This design comes from an exercise in tuning for small area and a short achievable clock period on the open sky130 flow, not from production work. Power figures rest on the tool's default switching activity, not on a simulated workload.

run A:
==> flow/design.v (excerpt) <==
module FIFO(
	input [7:0] DATA_IN,
	input READ, WRITE, CLEAR_N, RESET_N, CLOCK,
	output reg [7:0] DATA_OUT,
	output reg [4:0] USE_DW,
	output reg F_FULL_N, F_EMPTY_N
);
reg [255:0] sr;       
reg [7:0]   rd;       
reg [3:0]   lo;       
reg [7:0]   hi;       
wire rst = ~(RESET_N & CLEAR_N);
wire shift = WRITE & (READ | F_FULL_N);
always @(posedge CLOCK)
	if (shift)
		sr <= {sr[247:0], DATA_IN};
reg [7:0] oldest;
integer s;
always @* begin
	oldest = 8'd0;
	for (s = 0; s < 32; s = s + 1)
		oldest = oldest | ({8{lo[s%4] & hi[s/4]}} & sr[8*((s+31)%32) +: 8]);
end
always @(posedge CLOCK)
	rd <= oldest;
always @(posedge CLOCK)
	if (~F_EMPTY_N & WRITE & READ)
		DATA_OUT <= DATA_IN;
	else
		DATA_OUT <= rd;
wire inc = WRITE & ~READ & F_FULL_N;
wire dec = READ & ~WRITE & F_EMPTY_N;
reg [4:0] cnt_n;
reg       full_n_n, empty_n_n;
always @* begin
	cnt_n     = USE_DW;
	full_n_n  = F_FULL_N;
	empty_n_n = F_EMPTY_N;
	if (rst) begin
		cnt_n     = 5'd0;
		full_n_n  = 1'b1;
		empty_n_n = 1'b0;
	end else if (inc) begin
		cnt_n     = USE_DW + 5'd1;
		full_n_n  = ~(USE_DW == 5'd31);
		empty_n_n = 1'b1;
	end else if (dec) begin
		cnt_n     = USE_DW - 5'd1;
		full_n_n  = 1'b1;
		empty_n_n = ~(USE_DW == 5'd1 && F_FULL_N);
	end
end
always @(posedge CLOCK) begin
	USE_DW    <= cnt_n;
	F_FULL_N  <= full_n_n;
	F_EMPTY_N <= empty_n_n;
end
always @(posedge CLOCK)
	if (rst) begin
		lo <= 4'b0001;
		hi <= 8'b00000001;
	end else if (inc) begin
		lo <= {lo[2:0], lo[3]};
		if (lo[3])
			hi <= {hi[6:0], hi[7]};
	end else if (dec) begin
		lo <= {lo[0], lo[3:1]};
		if (lo[0])
			hi <= {hi[0], hi[7:1]};
	end
endmodule
For scale: roughly 640 cells after synthesis, roughly 290 flip-flops, about 28 I/O pins.
Settings: LEC_CHECK=0, ABC_CLOCK_PERIOD_IN_PS=1000, CAP_MARGIN=20, CORE_MARGIN=2, CORE_UTILIZATION=40, CTS_BUF_LIST=sky130_fd_sc_hd__clkbuf_8, CTS_CLUSTER_DIAMETER=60, CTS_CLUSTER_SIZE=18, SETUP_SLACK_MARGIN=1.0, SLEW_MARGIN=20; clock period 2.5 ns.
run.sh (not shown) runs the stock make flow with config.mk's settings and CLKGATE_MAP_FILE= SYNTH_SCRIPT=/design/flow/synth_recipe.tcl, a recipe that flattens the netlist after the stock synthesis.
Changes in run B relative to run A:
Settings: CORE_UTILIZATION: 40 -> 70.
Results
Comparing run A with run B, the sequential cell area came out essentially unchanged. Between run B and run A, cell leakage power is higher for run A, run B comes in under that. Number of antenna violations at the first check in global routing came out exactly the same in run B and run A. Going from run A to run B, total non-filler cell area in the finished layout went down by about 3%; first-pass iteration count of the detailed router went up by 1; sum of routed wire length over all layers went down by 4.6%; endpoint arrival time on the critical path went down by 0.03 ns. Run B vs run A — wire length of the first global-routing pass dropped about 8%. In run B, the clock network power came out about 10% below the value in run A. Run B did not stop at any stage, and its layout met the timing, design-rule and antenna checks. Remaining max-slew budget at the tightest pin, run B and run A: higher on run A.
Modified inputs, run C compared to run B
Settings: a deleted ABC_CLOCK_PERIOD_IN_PS that had been 1000; a change of CORE_UTILIZATION from 70 to 40.
Findings:
- Looking at the reports, run C completed the entire flow and the layout it produced met the timing, design-rule and antenna checks.
- Compared with run B, run C shows total power higher by about 3.4%.
- On run C: global-route usage is 11 points lower than what run B gave.
- On final worst clock skew, run C tracks run B almost exactly.
Here is what was changed in the inputs of run D compared with run C.
Settings: a change of CORE_UTILIZATION from 40 to 60.
--- outcome ---
Worst hold-check slack in run D is 0.0069 ns above run C.
Final estimated routing congestion in global placement in run D is about 5.3% below run C.
Run C → run D: share of post-route cells with drive strength above 1 lost 2.3 points; net switching power figure lost 0.15 mW; growth of design area from synthesis to finish lost 4.3 points; wire length of the first global-routing pass lost 2.1 mm; post-cts repair resize count lost about 0.9%.
Run C ended up with sr[90] as its critical path startpoint; run D ended up with sr[86].
Compared run D against run C; combinational share of power within noise.
No functional check of the RTL was part of any run of this note.

## afterwards: timing with drivers on the ports
In the flow no input, the clock included, has a driving cell. The finished layouts below were timed again as built, in two steps.
Step 1, drivers: a clkbuf_16 drives CLOCK and a buf_2 each remaining input, both assumed.
Step 2 times the ports against the registers' clock, not the clock port: input delays grow and output delays shrink by t, the midpoint of the rising clock arrivals with the driver on.
Slacks: ideal / step 1 / step 2; pairs: ideal / step 1.
run	t (ns)	setup slack, ns	worst setup path at the end	clock arrival spread, ns
run A	0.588	0.842 / 0.842 / 0.564	input to register	0.027 / 0.028
run B	0.584	0.863 / 0.863 / 0.479	input to register	0.045 / 0.044
run C	0.588	0.842 / 0.842 / 0.564	input to register	0.027 / 0.028
run D	0.573	0.885 / 0.885 / 0.589	input to register	0.020 / 0.020
After both steps setup and hold are still met in every run listed. For run B, which loses most, drivers alone change the setup slack by 0.000 ns; drivers and shift together by -0.384 ns.
